From an optimization exercise on the open Yosys and OpenROAD flow, aimed at small area and a short achievable clock period; shortcuts taken in it are not production practice. Only simulation tests tie the RTL to the original design; equivalence was not proved.

`flow/run.sh`:
```
#!/bin/bash
# synth_recipe.tcl (not shown) runs the flow's synth.tcl, then flattens the netlist and writes it again
# the make line also repeats each setting of config.mk as NAME=value (left out here)
make -C /OpenROAD-flow-scripts/flow DESIGN_CONFIG=/design/flow/config.mk WORK_HOME=/design/flow/orfs CLKGATE_MAP_FILE= SYNTH_SCRIPT=/design/flow/synth_recipe.tcl finish
```
`flow/config.mk`:
```
export PLATFORM = sky130hd
export DESIGN_NAME = ALU_TOP
export DESIGN_NICKNAME = ALU_TOP
export VERILOG_FILES = /design/flow/design.v
export SDC_FILE = /design/flow/constraint.sdc
export NUM_CORES = 4
export LEC_CHECK = 0
export CAP_MARGIN = 70
export CORE_MARGIN = 2
export CORE_UTILIZATION = 50
export SLEW_MARGIN = 85
```
`flow/constraint.sdc`:
```
create_clock -name core_clock -period 84.0 [get_ports {clk}]
set_input_delay 16.8000 -clock core_clock [delete_from_list [all_inputs] [get_ports {clk}]]
set_output_delay 16.8000 -clock core_clock [all_outputs]
set_load 0.01 [all_outputs]
```
`flow/design.v`:
```
module Decoder_UNIT (
	input  wire [3 : 0] ALU_FUN_DEC,
	output wire         Arith_Enable,
	output wire         Logic_Enable,
	output wire         CMP_Enable,
	output wire         Shift_Enable
);
	assign Arith_Enable = (ALU_FUN_DEC[3:2] == 2'b00);
	assign Logic_Enable = (ALU_FUN_DEC[3:2] == 2'b01);
	assign CMP_Enable   = (ALU_FUN_DEC[3:2] == 2'b10);
	assign Shift_Enable = (ALU_FUN_DEC[3:2] == 2'b11);
endmodule
module ARITHMETIC_UNIT (
	input  wire signed [15:0] A_ARITHMETIC,
	input  wire signed [15:0] B_ARITHMETIC,
	input  wire               clk, rst,
	input  wire        [3:0]  ALU_FUN,
	input  wire               ARITHMETIC_Enable,
	output wire               CMP_EQ,    
	output wire               CMP_LT,    
	output reg                ALU_Carry,
	output reg         [31:0] ARITHMETIC_OUT,
	output reg                ARITHMETIC_Flag
);
	wire [15:0] A = A_ARITHMETIC;
	wire [15:0] B = B_ARITHMETIC;
	wire        sub = ALU_FUN[0] | ALU_FUN[3];
	wire [15:0] bx  = B ^ {16{sub}};
	wire [16:0] s16 = {1'b0, A} + {1'b0, bx} + {16'd0, sub};
	wire        sum16 = A[15] ^ bx[15] ^ s16[16];
	assign CMP_LT = ~s16[16];
	assign CMP_EQ = (s16[15:0] == 16'd0);
	wire [31:0] addsub = {{15{sum16}}, sum16, s16[15:0]};
	wire [31:0] prod; MUL16S MUL_U (.a(A), .b(B), .p(prod));
	wire [31:0] quot;
	DIV16S DIV_U (.a(A), .b(B), .y(quot));
	reg [31:0] res;
	always @(*) begin
		case (ALU_FUN[1:0])
			2'b00, 2'b01: res = addsub;
			2'b10:        res = prod;
			default:      res = quot;
		endcase
	end
	always @(posedge clk or negedge rst) begin
		if (!rst) begin
			ARITHMETIC_OUT  <= 0;
			ARITHMETIC_Flag <= 0;
			ALU_Carry       <= 0;
		end else begin
			ARITHMETIC_OUT  <= ARITHMETIC_Enable ? res : 32'd0;
			ARITHMETIC_Flag <= ARITHMETIC_Enable;
			ALU_Carry       <= ARITHMETIC_Enable & ~ALU_FUN[1] & sum16;
		end
	end
endmodule
module MUL16S (
	input  wire [15:0] a,
	input  wire [15:0] b,
	output wire [31:0] p
);
	wire one1;
	wire two2;
	wire neg3;
	wire pp4;
	wire pp5;
	wire pp6;
	wire pp7;
	wire pp8;
	wire pp9;
	wire pp10;
	wire pp11;
	wire pp12;
	wire pp13;
	wire pp14;
	wire pp15;
	wire pp16;
	wire pp17;
	wire pp18;
	wire pp19;
	wire pp20;
	wire ns21;
	wire one22;
	wire two23;
	wire neg24;
	wire pp25;
	wire pp26;
	wire pp27;
	wire pp28;
	wire pp29;
	wire pp30;
	wire pp31;
	wire pp32;
	wire pp33;
	wire pp34;
	wire pp35;
	wire pp36;
	wire pp37;
	wire pp38;
	wire pp39;
	wire pp40;
	wire pp41;
	wire ns42;
	wire one43;
	wire two44;
	wire neg45;
	wire pp46;
	wire pp47;
	wire pp48;
	wire pp49;
	wire pp50;
	wire pp51;
	wire pp52;
	wire pp53;
	wire pp54;
	wire pp55;
	wire pp56;
	wire pp57;
	wire pp58;
	wire pp59;
	wire pp60;
	wire pp61;
	wire pp62;
	wire ns63;
	wire one64;
	wire two65;
	wire neg66;
	wire pp67;
	wire pp68;
	wire pp69;
	wire pp70;
	wire pp71;
	wire pp72;
	wire pp73;
	wire pp74;
	wire pp75;
	wire pp76;
	wire pp77;
	wire pp78;
	wire pp79;
	wire pp80;
	wire pp81;
	wire pp82;
	wire pp83;
	wire ns84;
	wire one85;
	wire two86;
	wire neg87;
	wire pp88;
	wire pp89;
	wire pp90;
	wire pp91;
	wire pp92;
	wire pp93;
	wire pp94;
	wire pp95;
	wire pp96;
	wire pp97;
	wire pp98;
	wire pp99;
	wire pp100;
	wire pp101;
	wire pp102;
	wire pp103;
	wire pp104;
	wire ns105;
	wire one106;
	wire two107;
	wire neg108;
	wire pp109;
	wire pp110;
	wire pp111;
	wire pp112;
	wire pp113;
	wire pp114;
	wire pp115;
	wire pp116;
	wire pp117;
	wire pp118;
	wire pp119;
	wire pp120;
	wire pp121;
	wire pp122;
	wire pp123;
	wire pp124;
	wire pp125;
	wire ns126;
	wire one127;
	wire two128;
	wire neg129;
	wire pp130;
	wire pp131;
	wire pp132;
	wire pp133;
	wire pp134;
	wire pp135;
	wire pp136;
	wire pp137;
	wire pp138;
	wire pp139;
	wire pp140;
	wire pp141;
	wire pp142;
	wire pp143;
	wire pp144;
	wire pp145;
	wire pp146;
	wire ns147;
	wire one148;
	wire two149;
	wire neg150;
	wire pp151;
	wire pp152;
	wire pp153;
	wire pp154;
	wire pp155;
	wire pp156;
	wire pp157;
	wire pp158;
	wire pp159;
	wire pp160;
	wire pp161;
	wire pp162;
	wire pp163;
	wire pp164;
	wire pp165;
	wire pp166;
	wire pp167;
	wire ns168;
	wire s169;
	wire c170;
	wire s171;
	wire c172;
	wire s173;
	wire c174;
	wire s175;
	wire c176;
	wire s177;
	wire c178;
	wire s179;
	wire c180;
	wire s181;
	wire c182;
	wire s183;
	wire c184;
	wire s185;
	wire c186;
	wire s187;
	wire c188;
	wire s189;
	wire c190;
	wire s191;
	wire c192;
	wire s193;
	wire c194;
	wire s195;
	wire c196;
	wire s197;
	wire c198;
	wire s199;
	wire c200;
	wire s201;
	wire c202;
	wire s203;
	wire c204;
	wire s205;
	wire c206;
	wire s207;
	wire c208;
	wire s209;
	wire c210;
	wire s211;
	wire c212;
	wire s213;
	wire c214;
	wire s215;
	wire s216;
	wire c217;
	wire s218;
	wire c219;
	wire s220;
	wire c221;
	wire s222;
	wire c223;
	wire s224;
	wire c225;
	wire s226;
	wire c227;
	wire s228;
	wire c229;
	wire s230;
	wire c231;
	wire s232;
	wire c233;
	wire s234;
	wire c235;
	wire s236;
	wire c237;
	wire s238;
	wire c239;
	wire s240;
	wire c241;
	wire s242;
	wire c243;
	wire s244;
	wire c245;
	wire s246;
	wire c247;
	wire s248;
	wire c249;
	wire s250;
	wire c251;
	wire s252;
	wire c253;
	wire s254;
	wire c255;
	wire s256;
	wire c257;
	wire s258;
	wire c259;
	wire s260;
	wire c261;
	wire s262;
	wire c263;
	wire s264;
	wire c265;
	wire s266;
	wire c267;
	wire s268;
	wire c269;
	wire s270;
	wire c271;
	wire s272;
	wire c273;
	wire s274;
	wire c275;
	wire s276;
	wire c277;
	wire s278;
	wire c279;
	wire s280;
	wire c281;
	wire s282;
	wire c283;
	wire s284;
	wire c285;
	wire s286;
	wire s287;
	wire c288;
	wire s289;
	wire c290;
	wire s291;
	wire c292;
	wire s293;
	wire c294;
	wire s295;
	wire c296;
	wire s297;
	wire c298;
	wire s299;
	wire c300;
	wire s301;
	wire c302;
	wire s303;
	wire c304;
	wire s305;
	wire c306;
	wire s307;
	wire c308;
	wire s309;
	wire c310;
	wire s311;
	wire c312;
	wire s313;
	wire c314;
	wire s315;
	wire c316;
	wire s317;
	wire c318;
	wire s319;
	wire c320;
	wire s321;
	wire c322;
	wire s323;
	wire c324;
	wire s325;
	wire c326;
	wire s327;
	wire c328;
	wire s329;
	wire c330;
	wire s331;
	wire c332;
	wire s333;
	wire s334;
	wire c335;
	wire s336;
	wire c337;
	wire s338;
	wire c339;
	wire s340;
	wire c341;
	wire s342;
	wire c343;
	wire s344;
	wire c345;
	wire s346;
	wire c347;
	wire s348;
	wire c349;
	wire s350;
	wire c351;
	wire s352;
	wire c353;
	wire s354;
	wire c355;
	wire s356;
	wire c357;
	wire s358;
	wire c359;
	wire s360;
	wire c361;
	wire s362;
	wire c363;
	wire s364;
	wire c365;
	wire s366;
	wire c367;
	wire s368;
	wire c369;
	wire s370;
	wire c371;
	wire s372;
	wire c373;
	wire s374;
	wire c375;
	wire s376;
	wire c377;
	wire s378;
	wire c379;
	wire s380;
	wire c381;
	wire s382;
	wire c383;
	wire s384;
	wire c385;
	wire s386;
	wire c387;
	wire s388;
	wire s389;
	wire c390;
	wire s391;
	wire c392;
	wire s393;
	wire c394;
	wire s395;
	wire c396;
	wire s397;
	wire c398;
	wire s399;
	wire c400;
	wire s401;
	wire c402;
	wire s403;
	wire c404;
	wire s405;
	wire c406;
	wire s407;
	wire c408;
	wire s409;
	wire c410;
	wire s411;
	wire c412;
	wire s413;
	wire c414;
	wire s415;
	wire c416;
	wire s417;
	wire c418;
	wire s419;
	wire c420;
	wire s421;
	wire c422;
	wire s423;
	wire c424;
	wire s425;
	wire c426;
	wire s427;
	wire c428;
	wire s429;
	wire c430;
	wire s431;
	wire c432;
	wire s433;
	wire c434;
	wire s435;
	wire c436;
	wire s437;
	wire c438;
	wire s439;
	wire c440;
	wire s441;
	wire c442;
	wire s443;
	wire c444;
	wire s445;
	wire c446;
	wire s447;
	wire c448;
	wire s449;
	wire c450;
	wire s451;
	wire c452;
	assign one1 = b[0] ^ 1'b0;
	assign two2 = (b[1] & ~b[0] & ~1'b0) | (~b[1] & b[0] & 1'b0);
	assign neg3 = b[1];
	assign pp4 = ((one1 & a[0]) | (two2 & 1'b0)) ^ neg3;
	assign pp5 = ((one1 & a[1]) | (two2 & a[0])) ^ neg3;
	assign pp6 = ((one1 & a[2]) | (two2 & a[1])) ^ neg3;
	assign pp7 = ((one1 & a[3]) | (two2 & a[2])) ^ neg3;
	assign pp8 = ((one1 & a[4]) | (two2 & a[3])) ^ neg3;
	assign pp9 = ((one1 & a[5]) | (two2 & a[4])) ^ neg3;
	assign pp10 = ((one1 & a[6]) | (two2 & a[5])) ^ neg3;
	assign pp11 = ((one1 & a[7]) | (two2 & a[6])) ^ neg3;
	assign pp12 = ((one1 & a[8]) | (two2 & a[7])) ^ neg3;
	assign pp13 = ((one1 & a[9]) | (two2 & a[8])) ^ neg3;
	assign pp14 = ((one1 & a[10]) | (two2 & a[9])) ^ neg3;
	assign pp15 = ((one1 & a[11]) | (two2 & a[10])) ^ neg3;
	assign pp16 = ((one1 & a[12]) | (two2 & a[11])) ^ neg3;
	assign pp17 = ((one1 & a[13]) | (two2 & a[12])) ^ neg3;
	assign pp18 = ((one1 & a[14]) | (two2 & a[13])) ^ neg3;
	assign pp19 = ((one1 & a[15]) | (two2 & a[14])) ^ neg3;
	assign pp20 = ((one1 & a[15]) | (two2 & a[15])) ^ neg3;
	assign ns21 = ~pp20;
	assign one22 = b[2] ^ b[1];
	assign two23 = (b[3] & ~b[2] & ~b[1]) | (~b[3] & b[2] & b[1]);
	assign neg24 = b[3];
	assign pp25 = ((one22 & a[0]) | (two23 & 1'b0)) ^ neg24;
	assign pp26 = ((one22 & a[1]) | (two23 & a[0])) ^ neg24;
	assign pp27 = ((one22 & a[2]) | (two23 & a[1])) ^ neg24;
	assign pp28 = ((one22 & a[3]) | (two23 & a[2])) ^ neg24;
	assign pp29 = ((one22 & a[4]) | (two23 & a[3])) ^ neg24;
	assign pp30 = ((one22 & a[5]) | (two23 & a[4])) ^ neg24;
	assign pp31 = ((one22 & a[6]) | (two23 & a[5])) ^ neg24;
	assign pp32 = ((one22 & a[7]) | (two23 & a[6])) ^ neg24;
	assign pp33 = ((one22 & a[8]) | (two23 & a[7])) ^ neg24;
	assign pp34 = ((one22 & a[9]) | (two23 & a[8])) ^ neg24;
	assign pp35 = ((one22 & a[10]) | (two23 & a[9])) ^ neg24;
	assign pp36 = ((one22 & a[11]) | (two23 & a[10])) ^ neg24;
	assign pp37 = ((one22 & a[12]) | (two23 & a[11])) ^ neg24;
	assign pp38 = ((one22 & a[13]) | (two23 & a[12])) ^ neg24;
	assign pp39 = ((one22 & a[14]) | (two23 & a[13])) ^ neg24;
	assign pp40 = ((one22 & a[15]) | (two23 & a[14])) ^ neg24;
	assign pp41 = ((one22 & a[15]) | (two23 & a[15])) ^ neg24;
	assign ns42 = ~pp41;
	assign one43 = b[4] ^ b[3];
	assign two44 = (b[5] & ~b[4] & ~b[3]) | (~b[5] & b[4] & b[3]);
	assign neg45 = b[5];
	assign pp46 = ((one43 & a[0]) | (two44 & 1'b0)) ^ neg45;
	assign pp47 = ((one43 & a[1]) | (two44 & a[0])) ^ neg45;
	assign pp48 = ((one43 & a[2]) | (two44 & a[1])) ^ neg45;
	assign pp49 = ((one43 & a[3]) | (two44 & a[2])) ^ neg45;
	assign pp50 = ((one43 & a[4]) | (two44 & a[3])) ^ neg45;
	assign pp51 = ((one43 & a[5]) | (two44 & a[4])) ^ neg45;
	assign pp52 = ((one43 & a[6]) | (two44 & a[5])) ^ neg45;
	assign pp53 = ((one43 & a[7]) | (two44 & a[6])) ^ neg45;
	assign pp54 = ((one43 & a[8]) | (two44 & a[7])) ^ neg45;
	assign pp55 = ((one43 & a[9]) | (two44 & a[8])) ^ neg45;
	assign pp56 = ((one43 & a[10]) | (two44 & a[9])) ^ neg45;
	assign pp57 = ((one43 & a[11]) | (two44 & a[10])) ^ neg45;
	assign pp58 = ((one43 & a[12]) | (two44 & a[11])) ^ neg45;
	assign pp59 = ((one43 & a[13]) | (two44 & a[12])) ^ neg45;
	assign pp60 = ((one43 & a[14]) | (two44 & a[13])) ^ neg45;
	assign pp61 = ((one43 & a[15]) | (two44 & a[14])) ^ neg45;
	assign pp62 = ((one43 & a[15]) | (two44 & a[15])) ^ neg45;
	assign ns63 = ~pp62;
	assign one64 = b[6] ^ b[5];
	assign two65 = (b[7] & ~b[6] & ~b[5]) | (~b[7] & b[6] & b[5]);
	assign neg66 = b[7];
	assign pp67 = ((one64 & a[0]) | (two65 & 1'b0)) ^ neg66;
	assign pp68 = ((one64 & a[1]) | (two65 & a[0])) ^ neg66;
	assign pp69 = ((one64 & a[2]) | (two65 & a[1])) ^ neg66;
	assign pp70 = ((one64 & a[3]) | (two65 & a[2])) ^ neg66;
	assign pp71 = ((one64 & a[4]) | (two65 & a[3])) ^ neg66;
	assign pp72 = ((one64 & a[5]) | (two65 & a[4])) ^ neg66;
	assign pp73 = ((one64 & a[6]) | (two65 & a[5])) ^ neg66;
	assign pp74 = ((one64 & a[7]) | (two65 & a[6])) ^ neg66;
	assign pp75 = ((one64 & a[8]) | (two65 & a[7])) ^ neg66;
	assign pp76 = ((one64 & a[9]) | (two65 & a[8])) ^ neg66;
	assign pp77 = ((one64 & a[10]) | (two65 & a[9])) ^ neg66;
	assign pp78 = ((one64 & a[11]) | (two65 & a[10])) ^ neg66;
	assign pp79 = ((one64 & a[12]) | (two65 & a[11])) ^ neg66;
	assign pp80 = ((one64 & a[13]) | (two65 & a[12])) ^ neg66;
	assign pp81 = ((one64 & a[14]) | (two65 & a[13])) ^ neg66;
	assign pp82 = ((one64 & a[15]) | (two65 & a[14])) ^ neg66;
	assign pp83 = ((one64 & a[15]) | (two65 & a[15])) ^ neg66;
	assign ns84 = ~pp83;
	assign one85 = b[8] ^ b[7];
	assign two86 = (b[9] & ~b[8] & ~b[7]) | (~b[9] & b[8] & b[7]);
	assign neg87 = b[9];
	assign pp88 = ((one85 & a[0]) | (two86 & 1'b0)) ^ neg87;
	assign pp89 = ((one85 & a[1]) | (two86 & a[0])) ^ neg87;
	assign pp90 = ((one85 & a[2]) | (two86 & a[1])) ^ neg87;
	assign pp91 = ((one85 & a[3]) | (two86 & a[2])) ^ neg87;
	assign pp92 = ((one85 & a[4]) | (two86 & a[3])) ^ neg87;
	assign pp93 = ((one85 & a[5]) | (two86 & a[4])) ^ neg87;
	assign pp94 = ((one85 & a[6]) | (two86 & a[5])) ^ neg87;
	assign pp95 = ((one85 & a[7]) | (two86 & a[6])) ^ neg87;
	assign pp96 = ((one85 & a[8]) | (two86 & a[7])) ^ neg87;
	assign pp97 = ((one85 & a[9]) | (two86 & a[8])) ^ neg87;
	assign pp98 = ((one85 & a[10]) | (two86 & a[9])) ^ neg87;
	assign pp99 = ((one85 & a[11]) | (two86 & a[10])) ^ neg87;
	assign pp100 = ((one85 & a[12]) | (two86 & a[11])) ^ neg87;
	assign pp101 = ((one85 & a[13]) | (two86 & a[12])) ^ neg87;
	assign pp102 = ((one85 & a[14]) | (two86 & a[13])) ^ neg87;
	assign pp103 = ((one85 & a[15]) | (two86 & a[14])) ^ neg87;
	assign pp104 = ((one85 & a[15]) | (two86 & a[15])) ^ neg87;
	assign ns105 = ~pp104;
	assign one106 = b[10] ^ b[9];
	assign two107 = (b[11] & ~b[10] & ~b[9]) | (~b[11] & b[10] & b[9]);
	assign neg108 = b[11];
	assign pp109 = ((one106 & a[0]) | (two107 & 1'b0)) ^ neg108;
	assign pp110 = ((one106 & a[1]) | (two107 & a[0])) ^ neg108;
	assign pp111 = ((one106 & a[2]) | (two107 & a[1])) ^ neg108;
	assign pp112 = ((one106 & a[3]) | (two107 & a[2])) ^ neg108;
	assign pp113 = ((one106 & a[4]) | (two107 & a[3])) ^ neg108;
	assign pp114 = ((one106 & a[5]) | (two107 & a[4])) ^ neg108;
	assign pp115 = ((one106 & a[6]) | (two107 & a[5])) ^ neg108;
	assign pp116 = ((one106 & a[7]) | (two107 & a[6])) ^ neg108;
	assign pp117 = ((one106 & a[8]) | (two107 & a[7])) ^ neg108;
	assign pp118 = ((one106 & a[9]) | (two107 & a[8])) ^ neg108;
	assign pp119 = ((one106 & a[10]) | (two107 & a[9])) ^ neg108;
	assign pp120 = ((one106 & a[11]) | (two107 & a[10])) ^ neg108;
	assign pp121 = ((one106 & a[12]) | (two107 & a[11])) ^ neg108;
	assign pp122 = ((one106 & a[13]) | (two107 & a[12])) ^ neg108;
	assign pp123 = ((one106 & a[14]) | (two107 & a[13])) ^ neg108;
	assign pp124 = ((one106 & a[15]) | (two107 & a[14])) ^ neg108;
	assign pp125 = ((one106 & a[15]) | (two107 & a[15])) ^ neg108;
	assign ns126 = ~pp125;
	assign one127 = b[12] ^ b[11];
	assign two128 = (b[13] & ~b[12] & ~b[11]) | (~b[13] & b[12] & b[11]);
	assign neg129 = b[13];
	assign pp130 = ((one127 & a[0]) | (two128 & 1'b0)) ^ neg129;
	assign pp131 = ((one127 & a[1]) | (two128 & a[0])) ^ neg129;
	assign pp132 = ((one127 & a[2]) | (two128 & a[1])) ^ neg129;
	assign pp133 = ((one127 & a[3]) | (two128 & a[2])) ^ neg129;
	assign pp134 = ((one127 & a[4]) | (two128 & a[3])) ^ neg129;
	assign pp135 = ((one127 & a[5]) | (two128 & a[4])) ^ neg129;
	assign pp136 = ((one127 & a[6]) | (two128 & a[5])) ^ neg129;
	assign pp137 = ((one127 & a[7]) | (two128 & a[6])) ^ neg129;
	assign pp138 = ((one127 & a[8]) | (two128 & a[7])) ^ neg129;
	assign pp139 = ((one127 & a[9]) | (two128 & a[8])) ^ neg129;
	assign pp140 = ((one127 & a[10]) | (two128 & a[9])) ^ neg129;
	assign pp141 = ((one127 & a[11]) | (two128 & a[10])) ^ neg129;
	assign pp142 = ((one127 & a[12]) | (two128 & a[11])) ^ neg129;
	assign pp143 = ((one127 & a[13]) | (two128 & a[12])) ^ neg129;
	assign pp144 = ((one127 & a[14]) | (two128 & a[13])) ^ neg129;
	assign pp145 = ((one127 & a[15]) | (two128 & a[14])) ^ neg129;
	assign pp146 = ((one127 & a[15]) | (two128 & a[15])) ^ neg129;
	assign ns147 = ~pp146;
	assign one148 = b[14] ^ b[13];
	assign two149 = (b[15] & ~b[14] & ~b[13]) | (~b[15] & b[14] & b[13]);
	assign neg150 = b[15];
	assign pp151 = ((one148 & a[0]) | (two149 & 1'b0)) ^ neg150;
	assign pp152 = ((one148 & a[1]) | (two149 & a[0])) ^ neg150;
	assign pp153 = ((one148 & a[2]) | (two149 & a[1])) ^ neg150;
	assign pp154 = ((one148 & a[3]) | (two149 & a[2])) ^ neg150;
	assign pp155 = ((one148 & a[4]) | (two149 & a[3])) ^ neg150;
	assign pp156 = ((one148 & a[5]) | (two149 & a[4])) ^ neg150;
	assign pp157 = ((one148 & a[6]) | (two149 & a[5])) ^ neg150;
	assign pp158 = ((one148 & a[7]) | (two149 & a[6])) ^ neg150;
	assign pp159 = ((one148 & a[8]) | (two149 & a[7])) ^ neg150;
	assign pp160 = ((one148 & a[9]) | (two149 & a[8])) ^ neg150;
	assign pp161 = ((one148 & a[10]) | (two149 & a[9])) ^ neg150;
	assign pp162 = ((one148 & a[11]) | (two149 & a[10])) ^ neg150;
	assign pp163 = ((one148 & a[12]) | (two149 & a[11])) ^ neg150;
	assign pp164 = ((one148 & a[13]) | (two149 & a[12])) ^ neg150;
	assign pp165 = ((one148 & a[14]) | (two149 & a[13])) ^ neg150;
	assign pp166 = ((one148 & a[15]) | (two149 & a[14])) ^ neg150;
	assign pp167 = ((one148 & a[15]) | (two149 & a[15])) ^ neg150;
	assign ns168 = ~pp167;
	assign s169 = neg108 ^ pp109;
	assign c170 = neg108 & pp109;
	assign s171 = pp110 ^ pp91;
	assign c172 = pp110 & pp91;
	assign s173 = neg129 ^ pp130 ^ pp111;
	assign c174 = (neg129 & pp130) | (neg129 & pp111) | (pp130 & pp111);
	assign s175 = pp92 ^ pp73;
	assign c176 = pp92 & pp73;
	assign s177 = pp131 ^ pp112 ^ pp93;
	assign c178 = (pp131 & pp112) | (pp131 & pp93) | (pp112 & pp93);
	assign s179 = pp74 ^ pp55;
	assign c180 = pp74 & pp55;
	assign s181 = neg150 ^ pp151 ^ pp132;
	assign c182 = (neg150 & pp151) | (neg150 & pp132) | (pp151 & pp132);
	assign s183 = pp113 ^ pp94 ^ pp75;
	assign c184 = (pp113 & pp94) | (pp113 & pp75) | (pp94 & pp75);
	assign s185 = pp56 ^ pp37;
	assign c186 = pp56 & pp37;
	assign s187 = pp152 ^ pp133 ^ pp114;
	assign c188 = (pp152 & pp133) | (pp152 & pp114) | (pp133 & pp114);
	assign s189 = pp95 ^ pp76 ^ pp57;
	assign c190 = (pp95 & pp76) | (pp95 & pp57) | (pp76 & pp57);
	assign s191 = pp38 ^ pp19;
	assign c192 = pp38 & pp19;
	assign s193 = ~(pp153 ^ pp134);
	assign c194 = pp153 | pp134;
	assign s195 = pp115 ^ pp96 ^ pp77;
	assign c196 = (pp115 & pp96) | (pp115 & pp77) | (pp96 & pp77);
	assign s197 = pp58 ^ pp39 ^ ns21;
	assign c198 = (pp58 & pp39) | (pp58 & ns21) | (pp39 & ns21);
	assign s199 = ~(pp154 ^ pp135);
	assign c200 = pp154 | pp135;
	assign s201 = pp116 ^ pp97 ^ pp78;
	assign c202 = (pp116 & pp97) | (pp116 & pp78) | (pp97 & pp78);
	assign s203 = pp59 ^ pp40;
	assign c204 = pp59 & pp40;
	assign s205 = pp155 ^ pp136 ^ pp117;
	assign c206 = (pp155 & pp136) | (pp155 & pp117) | (pp136 & pp117);
	assign s207 = pp98 ^ pp79 ^ pp60;
	assign c208 = (pp98 & pp79) | (pp98 & pp60) | (pp79 & pp60);
	assign s209 = ~(pp156 ^ pp137);
	assign c210 = pp156 | pp137;
	assign s211 = pp118 ^ pp99;
	assign c212 = pp118 & pp99;
	assign s213 = pp157 ^ pp138 ^ pp119;
	assign c214 = (pp157 & pp138) | (pp157 & pp119) | (pp138 & pp119);
	assign s215 = ~pp158;
	assign s216 = neg66 ^ pp67;
	assign c217 = neg66 & pp67;
	assign s218 = pp68 ^ pp49;
	assign c219 = pp68 & pp49;
	assign s220 = neg87 ^ pp88 ^ pp69;
	assign c221 = (neg87 & pp88) | (neg87 & pp69) | (pp88 & pp69);
	assign s222 = pp50 ^ pp31;
	assign c223 = pp50 & pp31;
	assign s224 = pp89 ^ pp70 ^ pp51;
	assign c225 = (pp89 & pp70) | (pp89 & pp51) | (pp70 & pp51);
	assign s226 = pp32 ^ pp13;
	assign c227 = pp32 & pp13;
	assign s228 = pp90 ^ pp71 ^ pp52;
	assign c229 = (pp90 & pp71) | (pp90 & pp52) | (pp71 & pp52);
	assign s230 = pp33 ^ pp14 ^ s169;
	assign c231 = (pp33 & pp14) | (pp33 & s169) | (pp14 & s169);
	assign s232 = pp72 ^ pp53 ^ pp34;
	assign c233 = (pp72 & pp53) | (pp72 & pp34) | (pp53 & pp34);
	assign s234 = pp15 ^ s171 ^ c170;
	assign c235 = (pp15 & s171) | (pp15 & c170) | (s171 & c170);
	assign s236 = pp54 ^ pp35 ^ pp16;
	assign c237 = (pp54 & pp35) | (pp54 & pp16) | (pp35 & pp16);
	assign s238 = s175 ^ s173 ^ c172;
	assign c239 = (s175 & s173) | (s175 & c172) | (s173 & c172);
	assign s240 = pp36 ^ pp17 ^ s179;
	assign c241 = (pp36 & pp17) | (pp36 & s179) | (pp17 & s179);
	assign s242 = s177 ^ c176 ^ c174;
	assign c243 = (s177 & c176) | (s177 & c174) | (c176 & c174);
	assign s244 = pp18 ^ s185 ^ s183;
	assign c245 = (pp18 & s185) | (pp18 & s183) | (s185 & s183);
	assign s246 = s181 ^ c180 ^ c178;
	assign c247 = (s181 & c180) | (s181 & c178) | (c180 & c178);
	assign s248 = s191 ^ s189 ^ s187;
	assign c249 = (s191 & s189) | (s191 & s187) | (s189 & s187);
	assign s250 = c186 ^ c184 ^ c182;
	assign c251 = (c186 & c184) | (c186 & c182) | (c184 & c182);
	assign s252 = s197 ^ s195 ^ s193;
	assign c253 = (s197 & s195) | (s197 & s193) | (s195 & s193);
	assign s254 = c192 ^ c190 ^ c188;
	assign c255 = (c192 & c190) | (c192 & c188) | (c190 & c188);
	assign s256 = s203 ^ s201 ^ s199;
	assign c257 = (s203 & s201) | (s203 & s199) | (s201 & s199);
	assign s258 = c198 ^ c196 ^ c194;
	assign c259 = (c198 & c196) | (c198 & c194) | (c196 & c194);
	assign s260 = ns42 ^ s207 ^ s205;
	assign c261 = (ns42 & s207) | (ns42 & s205) | (s207 & s205);
	assign s262 = c204 ^ c202 ^ c200;
	assign c263 = (c204 & c202) | (c204 & c200) | (c202 & c200);
	assign s264 = pp80 ^ pp61 ^ s211;
	assign c265 = (pp80 & pp61) | (pp80 & s211) | (pp61 & s211);
	assign s266 = s209 ^ c208 ^ c206;
	assign c267 = (s209 & c208) | (s209 & c206) | (c208 & c206);
	assign s268 = pp100 ^ pp81 ^ ns63;
	assign c269 = (pp100 & pp81) | (pp100 & ns63) | (pp81 & ns63);
	assign s270 = s213 ^ c212 ^ c210;
	assign c271 = (s213 & c212) | (s213 & c210) | (c212 & c210);
	assign s272 = pp139 ^ pp120 ^ pp101;
	assign c273 = (pp139 & pp120) | (pp139 & pp101) | (pp120 & pp101);
	assign s274 = pp82 ^ s215 ^ c214;
	assign c275 = (pp82 & s215) | (pp82 & c214) | (s215 & c214);
	assign s276 = pp159 ^ pp140 ^ pp121;
	assign c277 = (pp159 & pp140) | (pp159 & pp121) | (pp140 & pp121);
	assign s278 = pp102 ^ ns84 ^ pp158;
	assign c279 = (pp102 & ns84) | (pp102 & pp158) | (ns84 & pp158);
	assign s280 = ~(pp160 ^ pp141);
	assign c281 = pp160 | pp141;
	assign s282 = pp122 ^ pp103;
	assign c283 = pp122 & pp103;
	assign s284 = pp161 ^ pp142 ^ pp123;
	assign c285 = (pp161 & pp142) | (pp161 & pp123) | (pp142 & pp123);
	assign s286 = ~pp162;
	assign s287 = neg45 ^ pp46;
	assign c288 = neg45 & pp46;
	assign s289 = pp47 ^ pp28;
	assign c290 = pp47 & pp28;
	assign s291 = pp48 ^ pp29 ^ pp10;
	assign c292 = (pp48 & pp29) | (pp48 & pp10) | (pp29 & pp10);
	assign s293 = pp30 ^ pp11 ^ s218;
	assign c294 = (pp30 & pp11) | (pp30 & s218) | (pp11 & s218);
	assign s295 = pp12 ^ s222 ^ s220;
	assign c296 = (pp12 & s222) | (pp12 & s220) | (s222 & s220);
	assign s297 = s226 ^ s224 ^ c223;
	assign c298 = (s226 & s224) | (s226 & c223) | (s224 & c223);
	assign s299 = s230 ^ s228 ^ c227;
	assign c300 = (s230 & s228) | (s230 & c227) | (s228 & c227);
	assign s301 = s234 ^ s232 ^ c231;
	assign c302 = (s234 & s232) | (s234 & c231) | (s232 & c231);
	assign s303 = s238 ^ s236 ^ c235;
	assign c304 = (s238 & s236) | (s238 & c235) | (s236 & c235);
	assign s305 = s242 ^ s240 ^ c239;
	assign c306 = (s242 & s240) | (s242 & c239) | (s240 & c239);
	assign s307 = s246 ^ s244 ^ c243;
	assign c308 = (s246 & s244) | (s246 & c243) | (s244 & c243);
	assign s309 = s250 ^ s248 ^ c247;
	assign c310 = (s250 & s248) | (s250 & c247) | (s248 & c247);
	assign s311 = s254 ^ s252 ^ c251;
	assign c312 = (s254 & s252) | (s254 & c251) | (s252 & c251);
	assign s313 = s258 ^ s256 ^ c255;
	assign c314 = (s258 & s256) | (s258 & c255) | (s256 & c255);
	assign s315 = s262 ^ s260 ^ c259;
	assign c316 = (s262 & s260) | (s262 & c259) | (s260 & c259);
	assign s317 = s266 ^ s264 ^ c263;
	assign c318 = (s266 & s264) | (s266 & c263) | (s264 & c263);
	assign s319 = s270 ^ s268 ^ c267;
	assign c320 = (s270 & s268) | (s270 & c267) | (s268 & c267);
	assign s321 = s274 ^ s272 ^ c271;
	assign c322 = (s274 & s272) | (s274 & c271) | (s272 & c271);
	assign s323 = s278 ^ s276 ^ c275;
	assign c324 = (s278 & s276) | (s278 & c275) | (s276 & c275);
	assign s325 = s282 ^ s280 ^ c279;
	assign c326 = (s282 & s280) | (s282 & c279) | (s280 & c279);
	assign s327 = ns105 ^ s284 ^ c283;
	assign c328 = (ns105 & s284) | (ns105 & c283) | (s284 & c283);
	assign s329 = pp143 ^ pp124 ^ s286;
	assign c330 = (pp143 & pp124) | (pp143 & s286) | (pp124 & s286);
	assign s331 = pp163 ^ pp144 ^ ns126;
	assign c332 = (pp163 & pp144) | (pp163 & ns126) | (pp144 & ns126);
	assign s333 = ~pp164;
	assign s334 = neg24 ^ pp25;
	assign c335 = neg24 & pp25;
	assign s336 = pp26 ^ pp7;
	assign c337 = pp26 & pp7;
	assign s338 = pp27 ^ pp8 ^ s287;
	assign c339 = (pp27 & pp8) | (pp27 & s287) | (pp8 & s287);
	assign s340 = pp9 ^ s289 ^ c288;
	assign c341 = (pp9 & s289) | (pp9 & c288) | (s289 & c288);
	assign s342 = s216 ^ s291 ^ c290;
	assign c343 = (s216 & s291) | (s216 & c290) | (s291 & c290);
	assign s344 = c217 ^ s293 ^ c292;
	assign c345 = (c217 & s293) | (c217 & c292) | (s293 & c292);
	assign s346 = c219 ^ s295 ^ c294;
	assign c347 = (c219 & s295) | (c219 & c294) | (s295 & c294);
	assign s348 = c221 ^ s297 ^ c296;
	assign c349 = (c221 & s297) | (c221 & c296) | (s297 & c296);
	assign s350 = c225 ^ s299 ^ c298;
	assign c351 = (c225 & s299) | (c225 & c298) | (s299 & c298);
	assign s352 = c229 ^ s301 ^ c300;
	assign c353 = (c229 & s301) | (c229 & c300) | (s301 & c300);
	assign s354 = c233 ^ s303 ^ c302;
	assign c355 = (c233 & s303) | (c233 & c302) | (s303 & c302);
	assign s356 = c237 ^ s305 ^ c304;
	assign c357 = (c237 & s305) | (c237 & c304) | (s305 & c304);
	assign s358 = c241 ^ s307 ^ c306;
	assign c359 = (c241 & s307) | (c241 & c306) | (s307 & c306);
	assign s360 = c245 ^ s309 ^ c308;
	assign c361 = (c245 & s309) | (c245 & c308) | (s309 & c308);
	assign s362 = c249 ^ s311 ^ c310;
	assign c363 = (c249 & s311) | (c249 & c310) | (s311 & c310);
	assign s364 = c253 ^ s313 ^ c312;
	assign c365 = (c253 & s313) | (c253 & c312) | (s313 & c312);
	assign s366 = c257 ^ s315 ^ c314;
	assign c367 = (c257 & s315) | (c257 & c314) | (s315 & c314);
	assign s368 = c261 ^ s317 ^ c316;
	assign c369 = (c261 & s317) | (c261 & c316) | (s317 & c316);
	assign s370 = c265 ^ s319 ^ c318;
	assign c371 = (c265 & s319) | (c265 & c318) | (s319 & c318);
	assign s372 = c269 ^ s321 ^ c320;
	assign c373 = (c269 & s321) | (c269 & c320) | (s321 & c320);
	assign s374 = c273 ^ s323 ^ c322;
	assign c375 = (c273 & s323) | (c273 & c322) | (s323 & c322);
	assign s376 = c277 ^ s325 ^ c324;
	assign c377 = (c277 & s325) | (c277 & c324) | (s325 & c324);
	assign s378 = c281 ^ s327 ^ c326;
	assign c379 = (c281 & s327) | (c281 & c326) | (s327 & c326);
	assign s380 = c285 ^ s329 ^ c328;
	assign c381 = (c285 & s329) | (c285 & c328) | (s329 & c328);
	assign s382 = pp162 ^ s331 ^ c330;
	assign c383 = (pp162 & s331) | (pp162 & c330) | (s331 & c330);
	assign s384 = pp145 ^ s333 ^ c332;
	assign c385 = (pp145 & s333) | (pp145 & c332) | (s333 & c332);
	assign s386 = pp165 ^ ns147 ^ pp164;
	assign c387 = (pp165 & ns147) | (pp165 & pp164) | (ns147 & pp164);
	assign s388 = ~pp166;
	assign s389 = pp4 ^ neg3;
	assign c390 = pp4 & neg3;
	assign p[0] = s389;
	assign s391 = pp5 ^ c390;
	assign c392 = pp5 & c390;
	assign p[1] = s391;
	assign s393 = s334 ^ pp6 ^ c392;
	assign c394 = (s334 & pp6) | (s334 & c392) | (pp6 & c392);
	assign p[2] = s393;
	assign s395 = c335 ^ s336 ^ c394;
	assign c396 = (c335 & s336) | (c335 & c394) | (s336 & c394);
	assign p[3] = s395;
	assign s397 = c337 ^ s338 ^ c396;
	assign c398 = (c337 & s338) | (c337 & c396) | (s338 & c396);
	assign p[4] = s397;
	assign s399 = c339 ^ s340 ^ c398;
	assign c400 = (c339 & s340) | (c339 & c398) | (s340 & c398);
	assign p[5] = s399;
	assign s401 = c341 ^ s342 ^ c400;
	assign c402 = (c341 & s342) | (c341 & c400) | (s342 & c400);
	assign p[6] = s401;
	assign s403 = c343 ^ s344 ^ c402;
	assign c404 = (c343 & s344) | (c343 & c402) | (s344 & c402);
	assign p[7] = s403;
	assign s405 = c345 ^ s346 ^ c404;
	assign c406 = (c345 & s346) | (c345 & c404) | (s346 & c404);
	assign p[8] = s405;
	assign s407 = c347 ^ s348 ^ c406;
	assign c408 = (c347 & s348) | (c347 & c406) | (s348 & c406);
	assign p[9] = s407;
	assign s409 = c349 ^ s350 ^ c408;
	assign c410 = (c349 & s350) | (c349 & c408) | (s350 & c408);
	assign p[10] = s409;
	assign s411 = c351 ^ s352 ^ c410;
	assign c412 = (c351 & s352) | (c351 & c410) | (s352 & c410);
	assign p[11] = s411;
	assign s413 = c353 ^ s354 ^ c412;
	assign c414 = (c353 & s354) | (c353 & c412) | (s354 & c412);
	assign p[12] = s413;
	assign s415 = c355 ^ s356 ^ c414;
	assign c416 = (c355 & s356) | (c355 & c414) | (s356 & c414);
	assign p[13] = s415;
	assign s417 = c357 ^ s358 ^ c416;
	assign c418 = (c357 & s358) | (c357 & c416) | (s358 & c416);
	assign p[14] = s417;
	assign s419 = c359 ^ s360 ^ c418;
	assign c420 = (c359 & s360) | (c359 & c418) | (s360 & c418);
	assign p[15] = s419;
	assign s421 = c361 ^ s362 ^ c420;
	assign c422 = (c361 & s362) | (c361 & c420) | (s362 & c420);
	assign p[16] = s421;
	assign s423 = c363 ^ s364 ^ c422;
	assign c424 = (c363 & s364) | (c363 & c422) | (s364 & c422);
	assign p[17] = s423;
	assign s425 = c365 ^ s366 ^ c424;
	assign c426 = (c365 & s366) | (c365 & c424) | (s366 & c424);
	assign p[18] = s425;
	assign s427 = c367 ^ s368 ^ c426;
	assign c428 = (c367 & s368) | (c367 & c426) | (s368 & c426);
	assign p[19] = s427;
	assign s429 = c369 ^ s370 ^ c428;
	assign c430 = (c369 & s370) | (c369 & c428) | (s370 & c428);
	assign p[20] = s429;
	assign s431 = c371 ^ s372 ^ c430;
	assign c432 = (c371 & s372) | (c371 & c430) | (s372 & c430);
	assign p[21] = s431;
	assign s433 = c373 ^ s374 ^ c432;
	assign c434 = (c373 & s374) | (c373 & c432) | (s374 & c432);
	assign p[22] = s433;
	assign s435 = c375 ^ s376 ^ c434;
	assign c436 = (c375 & s376) | (c375 & c434) | (s376 & c434);
	assign p[23] = s435;
	assign s437 = c377 ^ s378 ^ c436;
	assign c438 = (c377 & s378) | (c377 & c436) | (s378 & c436);
	assign p[24] = s437;
	assign s439 = c379 ^ s380 ^ c438;
	assign c440 = (c379 & s380) | (c379 & c438) | (s380 & c438);
	assign p[25] = s439;
	assign s441 = c381 ^ s382 ^ c440;
	assign c442 = (c381 & s382) | (c381 & c440) | (s382 & c440);
	assign p[26] = s441;
	assign s443 = c383 ^ s384 ^ c442;
	assign c444 = (c383 & s384) | (c383 & c442) | (s384 & c442);
	assign p[27] = s443;
	assign s445 = c385 ^ s386 ^ c444;
	assign c446 = (c385 & s386) | (c385 & c444) | (s386 & c444);
	assign p[28] = s445;
	assign s447 = c387 ^ s388 ^ c446;
	assign c448 = (c387 & s388) | (c387 & c446) | (s388 & c446);
	assign p[29] = s447;
	assign s449 = pp166 ^ ns168 ^ c448;
	assign c450 = (pp166 & ns168) | (pp166 & c448) | (ns168 & c448);
	assign p[30] = s449;
	assign s451 = 1'b1 ^ c450;
	assign c452 = 1'b1 & c450;
	assign p[31] = s451;
endmodule
module DIV16S (
	input  wire [15:0] a,
	input  wire [15:0] b,
	output wire [31:0] y
);
	wire        nA = a[15];
	wire        nB = b[15];
	wire [15:0] N  = nA ? (~a + 16'd1) : a;
	wire [16:0] D1 = {1'b0, nB ? (~b + 16'd1) : b};
	wire [17:0] D2 = {D1, 1'b0};
	wire [17:0] D3 = {1'b0, D1} + D2;
	wire        bz = (b == 16'd0);
	wire [15:0] q;
	wire [15:0] rem [0:8];
	assign rem[8] = 16'd0;
	genvar j;
	generate
		for (j = 7; j >= 0; j = j - 1) begin : st
			localparam integer W = 16 - 2*j;
			wire [W-1:0] rin;
			if (W == 2) begin : r2
				assign rin = N[2*j+1:2*j];
			end else begin : rn
				assign rin = {rem[j+1][W-3:0], N[2*j+1:2*j]};
			end
			wire f1, f2, f3;
			if (W >= 17) begin : fa1 assign f1 = 1'b1; end else begin : fb1 assign f1 = ~(|D1[16:W]); end
			if (W >= 18) begin : fa2 assign f2 = 1'b1; end else begin : fb2 assign f2 = ~(|D2[17:W]); end
			assign f3 = (D1 <= (((1 << W) - 1) / 3));
			wire [W:0] s1 = {1'b0, rin} + {1'b0, ~D1[W-1:0]} + 1'b1;
			wire [W:0] s2 = {1'b0, rin} + {1'b0, ~D2[W-1:0]} + 1'b1;
			wire [W:0] s3 = {1'b0, rin} + {1'b0, ~D3[W-1:0]} + 1'b1;
			wire g1 = f1 & s1[W];
			wire g2 = f2 & s2[W];
			wire g3 = f3 & s3[W];
			assign q[2*j+1] = g2;
			assign q[2*j]   = g3 | (g1 & ~g2);
			wire [W-1:0] rout = g3 ? s3[W-1:0] : g2 ? s2[W-1:0] : g1 ? s1[W-1:0] : rin;
			if (W < 16) begin : pad
				assign rem[j] = {{(16-W){1'b0}}, rout};
			end else begin : nopad
				assign rem[j] = rout;
			end
		end
	endgenerate
	wire        neg = (nA ^ nB) & ~bz;
	wire [15:0] qlo = neg ? (~q + 16'd1) : q;
	wire        qhi = bz | (neg & (|q));
	assign y = {{16{qhi}}, qlo};
endmodule
module LOGIC_UNIT (
	input  wire [15:0] A_logic,
	input  wire [15:0] B_logic,
	input  wire        clk, rst,
	input  wire [1:0]  FUN,
	input  wire        Logic_Enable,
	output wire [31:0] Logic_OUT,
	output reg         Logic_Flag
);
	reg  [15:0] lo;
	reg         hi;
	wire [15:0] val = (FUN[0] ? (A_logic | B_logic) : (A_logic & B_logic)) ^ {16{FUN[1]}};
	always @(posedge clk or negedge rst) begin
		if (!rst) begin
			lo <= 0; hi <= 0; Logic_Flag <= 0;
		end else begin
			lo <= Logic_Enable ? val : 16'd0;
			hi <= Logic_Enable & FUN[1];
			Logic_Flag <= Logic_Enable;
		end
	end
	assign Logic_OUT = {{16{hi}}, lo};
endmodule
module CMP_UNIT (
	input  wire        eq,     
	input  wire        lt,     
	input  wire        clk, rst,
	input  wire [1:0]  FUN,
	input  wire        CMP_Enable,
	output wire [31:0] CMP_OUT,
	output reg         CMP_Flag
);
	reg  [1:0] r;
	wire gt = ~eq & ~lt;
	wire b0 = (FUN == 2'b01) ? eq : (FUN == 2'b11) ? lt : 1'b0;
	wire b1 = (FUN == 2'b10) ? gt : (FUN == 2'b11) ? lt : 1'b0;
	always @(posedge clk or negedge rst) begin
		if (!rst) begin
			r <= 0; CMP_Flag <= 0;
		end else begin
			r <= CMP_Enable ? {b1, b0} : 2'b00;
			CMP_Flag <= CMP_Enable;
		end
	end
	assign CMP_OUT = {30'd0, r};
endmodule
module SHIFT_UNIT (
	input  wire [15:0] A_SHIFT,
	input  wire [15:0] B_SHIFT,
	input  wire        clk, rst,
	input  wire [1:0]  FUN,
	input  wire        SHIFT_Enable,
	output wire [31:0] SHIFT_OUT,
	output reg         SHIFT_Flag
);
	reg  [16:0] r;
	wire [15:0] x   = FUN[1] ? B_SHIFT : A_SHIFT;
	wire [16:0] val = FUN[0] ? {x, 1'b0} : {2'b00, x[15:1]};
	always @(posedge clk or negedge rst) begin
		if (!rst) begin
			r <= 0; SHIFT_Flag <= 0;
		end else begin
			r <= SHIFT_Enable ? val : 17'd0;
			SHIFT_Flag <= SHIFT_Enable;
		end
	end
	assign SHIFT_OUT = {15'd0, r};
endmodule
module ALU_TOP # (
	parameter A_WIDTH_TOP = 16,
	parameter B_WIDTH_TOP = 16,
	parameter OUT_WIDTH_TOP = A_WIDTH_TOP + B_WIDTH_TOP)
(	input  wire signed [A_WIDTH_TOP-1 : 0]   A,
	input  wire signed [B_WIDTH_TOP-1 : 0]   B,
	input  wire                              clk, rst,
	input  wire        [3 : 0]               ALU_FUN,
	output wire        [OUT_WIDTH_TOP-1 : 0] ARITHMETIC_OUT,
	output wire        [OUT_WIDTH_TOP-1 : 0] Logic_OUT,
	output wire        [OUT_WIDTH_TOP-1 : 0] CMP_OUT,
	output wire        [OUT_WIDTH_TOP-1 : 0] SHIFT_OUT,
	output wire                              Carry_OUT,
	output wire                              ARITHMETIC_Flag,
	output wire                              Logic_Flag,
	output wire                              CMP_Flag,
	output wire                              SHIFT_Flag
);
wire int_Arith_Enable, int_Logic_Enable, int_CMP_Enable, int_Shift_Enable;
wire cmp_eq, cmp_lt;
Decoder_UNIT DEC_U (
	.ALU_FUN_DEC(ALU_FUN),
	.Arith_Enable(int_Arith_Enable),
	.Logic_Enable(int_Logic_Enable),
	.CMP_Enable(int_CMP_Enable),
	.Shift_Enable(int_Shift_Enable)
);
ARITHMETIC_UNIT ARITH_U (
	.A_ARITHMETIC(A),
	.B_ARITHMETIC(B),
	.clk(clk),
	.rst(rst),
	.ALU_FUN(ALU_FUN),
	.ARITHMETIC_Enable(int_Arith_Enable),
	.CMP_EQ(cmp_eq),
	.CMP_LT(cmp_lt),
	.ALU_Carry(Carry_OUT),
	.ARITHMETIC_OUT(ARITHMETIC_OUT),
	.ARITHMETIC_Flag(ARITHMETIC_Flag)
);
LOGIC_UNIT LOG_U (
	.A_logic(A),
	.B_logic(B),
	.clk(clk),
	.rst(rst),
	.FUN(ALU_FUN[1:0]),
	.Logic_Enable(int_Logic_Enable),
	.Logic_OUT(Logic_OUT),
	.Logic_Flag(Logic_Flag)
);
CMP_UNIT CMP_U (
	.eq(cmp_eq),
	.lt(cmp_lt),
	.clk(clk),
	.rst(rst),
	.FUN(ALU_FUN[1:0]),
	.CMP_Enable(int_CMP_Enable),
	.CMP_OUT(CMP_OUT),
	.CMP_Flag(CMP_Flag)
);
SHIFT_UNIT SHIFT_U (
	.A_SHIFT(A),
	.B_SHIFT(B),
	.clk(clk),
	.rst(rst),
	.FUN(ALU_FUN[1:0]),
	.SHIFT_Enable(int_Shift_Enable),
	.SHIFT_OUT(SHIFT_OUT),
	.SHIFT_Flag(SHIFT_Flag)
);
endmodule
```
==> results of run 1 <==
==> how the worst max path moves through the flow <==
| stage | start | to | slack [ns] | cells after the start |
|---|---|---|---|---|
| 2_1_floorplan | B[15] | ARITH_U.ARITHMETIC_OUT[21]$_DFF_PN0_ | 47.71 | 88 |
| 3_3_place_gp | B[1] | ARITH_U.ARITHMETIC_OUT[27]$_DFF_PN0_ | 42.29 | 83 |
| 3_5_place_dp | B[3] | ARITH_U.ARITHMETIC_OUT[5]$_DFF_PN0_ | 32.14 | 139 |
| 4_1_cts | B[3] | ARITH_U.ARITHMETIC_OUT[5]$_DFF_PN0_ | 32.34 | 139 |
| 5_1_grt | B[3] | ARITH_U.ARITHMETIC_OUT[5]$_DFF_PN0_ | 24.69 | 153 |
| 6_report | B[3] | ARITH_U.ARITHMETIC_OUT[5]$_DFF_PN0_ | 25.98 | 153 |
==> per-layer routing <==
layer / part of all wire / up-vias / wire (um)
met4: 0.044 / 4 / 4000
met1: 0.41 / 11569 / 36800
met2: 0.44 / 1266 / 40200
met3: 0.11 / 293 / 9650
met5: 0.00033 / - / 30
li1: - / 10297 / -
==> critical path, delay by kind of cell <==
| kind | cells | cell delay [ns] |
|---|---|---|
| and+or+nand+nor | 26 | 4.42 |
| buffers and inverters | 77 | 27.36 |
| muxes | 3 | 0.72 |
| xor gates and xnor gates | 1 | 0.12 |
| AOI/OAI and AO/OA | 38 | 6.35 |
| adders and majority gates | 8 | 2.47 |
==> metrics by stage <==
step | cells | utilization | setup WS, ns
finish | 3670 | 0.775 | 25.98
global route | 3669 | 0.775 | 24.69
CTS | 3607 | 0.715 | 32.34
detailed placement | 3591 | 0.708 | 32.14
global placement | 3245 | 0.546 | 42.29
floorplan | 2722 | - | 47.71
==> area by class of cell <==
class	instances	area (um2)	share of cell area
multi-input cells	2217	23600	0.721
well taps	539	674	0.0207
clock inverters	7	60.1	0.00184
diodes	1	2.50	0.0000766
flip-flops and latches	73	1830	0.0561
repair buffers	595	5380	0.165
clock buffers	9	225	0.00690
inverters	229	935	0.0286
==> cell usage in the layout, fill, tap and decap left out, drive strengths merged, types with 18 or more instances in the layout <==
| master | instances |
|---|---|
| a211oi | 47 |
| a21o | 65 |
| a21oi | 172 |
| a22oi | 120 |
| a31oi | 19 |
| buf | 314 |
| clkbuf | 44 |
| clkdlybuf4s50 | 223 |
| conb | 45 |
| dfrtp | 73 |
| fa | 135 |
| ha | 279 |
| inv | 227 |
| mux2i | 25 |
| nand2 | 155 |
| nand2b | 36 |
| nand3 | 41 |
| nand4 | 18 |
| nor2 | 156 |
| nor2b | 36 |
| nor3 | 49 |
| o211ai | 21 |
| o21a | 40 |
| o21ai | 172 |
| o31ai | 23 |
| xnor2 | 255 |
| xor2 | 57 |
==> registers in the layout (all words and copies together), names as in the netlist <==
| signal | cells |
|---|---|
| CMP_U.CMP_Flag | 1 |
| LOG_U.lo | 16 |
| SHIFT_U.SHIFT_Flag | 1 |
| SHIFT_U.r | 17 |
| LOG_U.hi | 1 |
| ARITH_U.ARITHMETIC_Flag | 1 |
| ARITH_U.ALU_Carry | 1 |
| ARITH_U.ARITHMETIC_OUT | 32 |
| LOG_U.Logic_Flag | 1 |
| CMP_U.r | 2 |
==> kinds of logic after synthesis <==
group | after synthesis | synth area share
flip-flops | 73 | 0.0853
adder cells (fa/ha/maj) | 428 | 0.296
other | 1 | 0.000175
AND/OR/NAND/NOR | 588 | 0.136
XOR/XNOR | 312 | 0.128
buffers and inverters | 432 | 0.0879
AO/OA/AOI/OAI | 813 | 0.252
multiplexers | 31 | 0.0150
==> summary.txt, run 1 <==
Die
  – Top Ports: 171
  – Core Area: 0.0421 mm2
  – Die width: 211 um
  – Num rows: 75
  – Die footprint: 0.0445 mm2
  – Chip Height: 211 um
  – Effective utilization at floorplan: 0.508

Synthesis
  – Mapped Area: 0.0214 mm2
  – Post-synthesis async set-or-reset flop share: 1.00
  – Unique masters post-synth: 96
  – Syn Area/Cell: 8.00 um2
  – Post-synth EDFFs: 0
  – Synthesis-stage register bit count: 73
  – Sequential share of the synthesized area: 0.0853
  – Yosys warning total: 5
  – Primary flip-flop cell chosen by synthesis mapping: sky130_fd_sc_hd__dfrtp_1
  – Ranking of synthesized cells by instance count: sky130_fd_sc_hd__ha_1 (279), sky130_fd_sc_hd__xnor2_1 (255), sky130_fd_sc_hd__inv_1 (220)
  – Most area-hungry cell type in the Yosys netlist: sky130_fd_sc_hd__ha_1
  – Top cells by area, synth: sky130_fd_sc_hd__ha_1 (16%), sky130_fd_sc_hd__fa_1 (13%), sky130_fd_sc_hd__xnor2_1 (10%)
  – Cells after Synth: 2678
  – Yosys top cell area share: 0.163
  – Most numerous cell in the Yosys netlist: sky130_fd_sc_hd__ha_1

Timing
  – Worst-case hold slack: 16.25 ns
  – Max Slew Vio Count: 0
  – Post-route fraction of the period consumed by the critical path: 0.691
  – Final number of setup-violating endpoints: 0
  – Period minus WS final: 58.02 ns
  – Count of endpoints failing hold in the final timing report: 0
  – RSZ-0062 raised after global routing: false
  – Total negative slack: 0 ns
  – F_max: 17.2 MHz

Hold path
  – Class of the most critical hold timing path: in -> async

Critical path
  – Cell repeated most along the worst path: sky130_fd_sc_hd__clkdlybuf4s50_1
  – Required time at the worst-slack endpoint: 84.25 ns
  – Cell with the largest stage delay on the worst path: sky130_fd_sc_hd__or4b_2
  – Critical path peak fanout: 16
  – Worst setup SP type: primary input
  – Critical Path End Type: flip-flop
  – Largest stage delay on the critical path: 0.65 ns
  – Arrival @ worst endpoint: 58.26 ns
  – Startpoint-to-endpoint class of the critical path: in -> reg

Finish
  – Area overhead of the layout relative to synthesis: 52.5%
  – Fill count: 2802
  – Post-Layout Inst Area: 0.0327 mm2
  – Final-stage net count: 3577
  – Fraction of final layout cells sized beyond drive strength 1: 0.332

Global routing
  – First-pass GRT wire length: 131 mm
  – Largest net degree at the start of global routing: 24
  – GR met2 Demand/Resource: 0.586
  – Met3 layer usage reported by global route: 0.104
  – Via count of the first global-routing pass: 22695
  – Fraction of met1 tracks used by global routing: 0.518
  – Layer carrying the most global-route usage: met2
  – Number of antenna violations at the first check in global routing: 3
  – Gr usage total: 0.383
  – Gr ovfl total: 0

Drt
  – Vias/cell: 6.38
  – Routed wire length per instance: 24.7 um
  – DR iter-0 viols: 2334
  – Detailed-route DRC error count: 0
  – Via count: 23429
  – WL final: 90.6 mm
  – Post-route ant nets: 0
  – Drt pass-1 iters: 8

Placed design
  – Placer congestion estimate: 0.992
  – Sum of net half-perimeters after detailed placement: 69.1 mm
  – IO Port Bufs: 125
  – Placed Instance Area: 0.0298 mm2

Clock tree
  – Post-cts repair resize count: 0
  – CTS tree: yes
  – Cts hold-fix bufs: 0
  – Number of sinks handled by clock tree synthesis: 73
  – Number of buffers on the longest clock path: 2
  – Clock input transition at the sequential cells of the worst setup and hold paths: 0.08 ns
  – Number of buffers inserted by post-CTS setup repair: 0
  – H-tree levels: 3
  – Number of buffers created by CTS: 9
  – Library cell used as clock root buffer: sky130_fd_sc_hd__clkbuf_16

Run
  – Count of max-cap constraint violations: 0

Outcome
  – Result of the run: finished clean
==> run 2: changes to the inputs <==
--- a/flow/config.mk
+++ b/flow/config.mk
@@ -5,7 +5,8 @@
 export SDC_FILE = /design/flow/constraint.sdc
 export NUM_CORES = 4
 export LEC_CHECK = 0
-export CAP_MARGIN = 70
+export ABC_AREA = 1
+export CAP_MARGIN = 30
 export CORE_MARGIN = 2
 export CORE_UTILIZATION = 50
-export SLEW_MARGIN = 85
+export SLEW_MARGIN = 50
==> run 2 against run 1 <==
Effect of this change: worst hold slack better by 0.15 ns; non-clock buffer count down 437; synthesized cell count up 5.0%; cell count down 7.1%; design area down 31%; highest routed layer is now met4; critical path depth down 17; sequential share of layout area up 2.5 points; routed wire length down 18%; worst setup slack better by 18 ns.
==> summary.txt, run 2 <==
Critical path
  – Cell repeated most along the worst path: sky130_fd_sc_hd__nand2_1 (was sky130_fd_sc_hd__clkdlybuf4s50_1)
  – Critical path peak fanout: 19 (was 16)
  – Worst setup SP type: primary input (unchanged)
  – Arrival @ worst endpoint: 40.46 ns (was 58.26 ns)
  – Largest stage delay on the critical path: 0.84 ns (was 0.65 ns)
  – Critical Path End Type: flip-flop (unchanged)
  – Startpoint-to-endpoint class of the critical path: in -> reg (unchanged)
  – Cell with the largest stage delay on the worst path: sky130_fd_sc_hd__clkdlybuf4s50_1 (was sky130_fd_sc_hd__or4b_2)
  – Required time at the worst-slack endpoint: 84.30 ns (was 84.25 ns)

Clock tree
  – Clock input transition at the sequential cells of the worst setup and hold paths: 0.07 ns (was 0.08 ns)
  – Number of buffers inserted by post-CTS setup repair: 0 (unchanged)
  – Number of buffers created by CTS: 9 (unchanged)
  – Post-cts repair resize count: 0 (unchanged)
  – Cts hold-fix bufs: 0 (unchanged)
  – Number of buffers on the longest clock path: 2 (unchanged)
  – CTS tree: yes (unchanged)
  – H-tree levels: 3 (unchanged)
  – Library cell used as clock root buffer: sky130_fd_sc_hd__clkbuf_16 (unchanged)
  – Number of sinks handled by clock tree synthesis: 73 (unchanged)

Synthesis
  – Dominant combinational cell family by area after synthesis: adder cells (unchanged)
  – Unique masters post-synth: 60 (was 96)
  – Most area-hungry cell type in the Yosys netlist: sky130_fd_sc_hd__ha_1 (unchanged)
  – Ranking of synthesized cells by instance count: sky130_fd_sc_hd__inv_1 (406), sky130_fd_sc_hd__nand2_1 (344), sky130_fd_sc_hd__ha_1 (279) (was sky130_fd_sc_hd__ha_1 (279), sky130_fd_sc_hd__xnor2_1 (255), sky130_fd_sc_hd__inv_1 (220))
  – Simple-gate area share of the yosys netlist: 0.156 (was 0.136)
  – Cells after Synth: 2811 (was 2678)
  – Xor-xnor portion of the synthesized cell area: 0.125 (was 0.128)
  – Compound-cell area share of the yosys netlist: 0.205 (was 0.252)
  – Mapped Area: 0.0206 mm2 (was 0.0214 mm2)
  – Post-synthesis async set-or-reset flop share: 1.00 (unchanged)
  – Primary flip-flop cell chosen by synthesis mapping: sky130_fd_sc_hd__dfrtp_1 (unchanged)
  – Yosys top cell area share: 0.170 (was 0.163)
  – Post-synth EDFFs: 0 (unchanged)
  – Syn Area/Cell: 7.32 um2 (was 8.00 um2)
  – Yosys warning total: 5 (unchanged)
  – Most numerous cell in the Yosys netlist: sky130_fd_sc_hd__inv_1 (was sky130_fd_sc_hd__ha_1)
  – Sequential share of the synthesized area: 0.0887 (was 0.0853)
  – Synthesis-stage register bit count: 73 (unchanged)
  – Mux contribution to synthesized area: 0.00158 (was 0.0150)
  – Top cells by area, synth: sky130_fd_sc_hd__ha_1 (17%), sky130_fd_sc_hd__fa_1 (13%), sky130_fd_sc_hd__xor2_1 (11%) (was sky130_fd_sc_hd__ha_1 (16%), sky130_fd_sc_hd__fa_1 (13%), sky130_fd_sc_hd__xnor2_1 (10%))
  – Area share of fa/ha/maj cells after synthesis: 0.301 (was 0.296)

Hold path
  – Class of the most critical hold timing path: in -> async (unchanged)

Finish
  – Flip-flop count of the largest register after layout: 32 (unchanged)
  – Final core occ: 0.553 (was 0.775)
  – Fraction of final layout cells sized beyond drive strength 1: 0.0671 (was 0.332)
  – Largest regs: ARITH_U.ARITHMETIC_OUT (32), SHIFT_U.r (17), LOG_U.lo (16) (unchanged)
  – Most frequent cells in the layout: sky130_fd_sc_hd__inv_1 (401), sky130_fd_sc_hd__nand2_1 (343), sky130_fd_sc_hd__ha_1 (279) (was sky130_fd_sc_hd__ha_1 (229), sky130_fd_sc_hd__clkdlybuf4s50_1 (223), sky130_fd_sc_hd__inv_1 (205))
  – Final-stage net count: 3323 (was 3577)
  – Register containing the most flip-flops in the final layout: ARITH_U.ARITHMETIC_OUT (unchanged)
  – Leading cell type in the layout, fill and taps excluded: sky130_fd_sc_hd__inv_1 (was sky130_fd_sc_hd__ha_1)
  – Fill count: 4021 (was 2802)
  – Area overhead of the layout relative to synthesis: 9.42% (was 52.5%)
  – Inserted Diodes: 0 (was 1)

Die
  – Top Ports: 171 (unchanged)
  – Core Area: 0.0407 mm2 (was 0.0421 mm2)
  – Die width: 207 um (was 211 um)
  – Die footprint: 0.0428 mm2 (was 0.0445 mm2)
  – Num rows: 74 (was 75)
  – Chip Height: 207 um (was 211 um)
  – Effective utilization at floorplan: 0.505 (was 0.508)

Drt
  – WL final: 74.1 mm (was 90.6 mm)
  – Vias/cell: 5.81 (was 6.38)
  – DR iter-0 viols: 1508 (was 2334)
  – Via count: 19799 (was 23429)
  – Routed wire length per instance: 21.7 um (was 24.7 um)
  – Detailed-route DRC error count: 0 (unchanged)
  – Drt pass-1 iters: 5 (was 8)
  – Post-route ant nets: 0 (unchanged)

Timing
  – Count of endpoints failing hold in the final timing report: 0 (unchanged)
  – Max Slew Vio Count: 0 (unchanged)
  – Post-route fraction of the period consumed by the critical path: 0.478 (was 0.691)
  – Worst Tran Pin Value: 0.734 ns
  – Relative max-transition margin: 0.508
  – Total negative slack: 0 ns (unchanged)
  – Period minus WS final: 40.16 ns (was 58.02 ns)
  – Final worst-path setup slack: 43.84 ns (was 25.98 ns)
  – Final number of setup-violating endpoints: 0 (unchanged)
  – RSZ-0062 raised after global routing: false (unchanged)
  – F_max: 24.9 MHz (was 17.2 MHz)
  – Worst-case hold slack: 16.41 ns (was 16.25 ns)

Global routing
  – Number of antenna violations at the first check in global routing: 0 (was 3)
  – Largest net degree at the start of global routing: 78 (was 24)
  – Gr usage total: 0.346 (was 0.383)
  – First-pass GRT wire length: 111 mm (was 131 mm)
  – Via count of the first global-routing pass: 19300 (was 22695)
  – Gr ovfl total: 0 (unchanged)

Run
  – Count of max-cap constraint violations: 0 (unchanged)

Placed design
  – Placer congestion estimate: 0.974 (was 0.992)
  – Sum of net half-perimeters after detailed placement: 58.2 mm (was 69.1 mm)
  – IO Port Bufs: 125 (unchanged)
  – DP Worst Slack: 43.71 ns (was 32.14 ns)

Outcome
  – Result of the run: finished clean (unchanged)
## run 2: worst max path at each step
stage	from	end	slack [ns]	cells past startpoint
global placement	B[1]	ARITH_U.ARITHMETIC_OUT[14]$_DFF_PN0_	44.27	137
CTS	B[1]	ARITH_U.ARITHMETIC_OUT[14]$_DFF_PN0_	44.03	139
global route	A[0]	ARITH_U.ARITHMETIC_OUT[14]$_DFF_PN0_	41.73	132
detailed placement	B[1]	ARITH_U.ARITHMETIC_OUT[14]$_DFF_PN0_	43.71	139
finish	A[0]	ARITH_U.ARITHMETIC_OUT[14]$_DFF_PN0_	43.84	136
floorplan	B[15]	ARITH_U.ARITHMETIC_OUT[10]$_DFF_PN0_	48.89	131
## run 2: final cells by class
type,instances,area (um2),area share
clock buffers,9,225,0.0100
clock inverters,7,82.6,0.00367
inverters,450,1700,0.0753
multi-input cells,2179,16500,0.733
flip-flops and latches,73,1830,0.0811
well taps,532,666,0.0295
repair buffers,158,1510,0.0669
## run 2: kinds of logic after synthesis
| group | after synthesis |
|---|---|
| buffers and inverters | 603 |
| flip-flops | 73 |
| other | 1 |
| adder cells (fa/ha/maj) | 414 |
| AO/OA/AOI/OAI | 735 |
| AND/OR/NAND/NOR | 688 |
| XOR/XNOR | 294 |
| multiplexers | 3 |
## run 2: metrics by stage
stage          cell area [um2]  cells
2_1_floorplan            20800   2855
3_3_place_gp             22100   3390
3_5_place_dp             22200   3392
4_1_cts                  22500   3408
5_1_grt                  22500   3408
6_report                 22500   3408
## run 2: worst max-delay path: cells and delay by family
family                   cells  cell delay, ns
AND/OR/NAND/NOR             53            7.10
adder cells (fa/ha/maj)     11            3.64
multiplexers                 1            0.25
AO/OA/AOI/OAI               47            7.94
XOR/XNOR                     1            0.25
buffers and inverters       23            4.50
## run 2: layer usage
layer  part of all wire  wire length [um]  vias to the layer above  GRT usage
met4              0.059              4360                        0      0.185
li1                   -                 -                     9384          -
met3              0.062              4610                      212     0.0370
met2               0.48             35800                      784      0.600
met1               0.40             29300                     9419      0.423
met5                  0                 0                        -          0

re-timing with driven ports:
No port has a modelled driver above. Below, the same layouts with a new extraction and two added sets of constraints.
Step 1 sets driving cells, clkbuf_16 on the clock port and buf_2 on the other inputs (assumed; they add their load-dependent delay and slew).
Step 2 also shifts input and output timing later by t, the mid clock arrival at the registers, as if the neighbouring blocks saw the same clock.
a / b / c = ideal / step 1 / step 2; a / b = the first two.
run | t (ns) | setup slack, ns | clock arrival spread, ns | cell pins on the clock port's net
run 1 | 0.398 | 25.983 / 25.993 / 25.595 | 0.016 / 0.016 | 1
run 2 | 0.409 | 43.840 / 43.836 / 43.427 | 0.015 / 0.015 | 1
After both steps setup and hold are still met in every run listed. The setup slack of run 2, which loses most, moves by -0.004 ns with the drivers and by -0.413 ns with both steps.
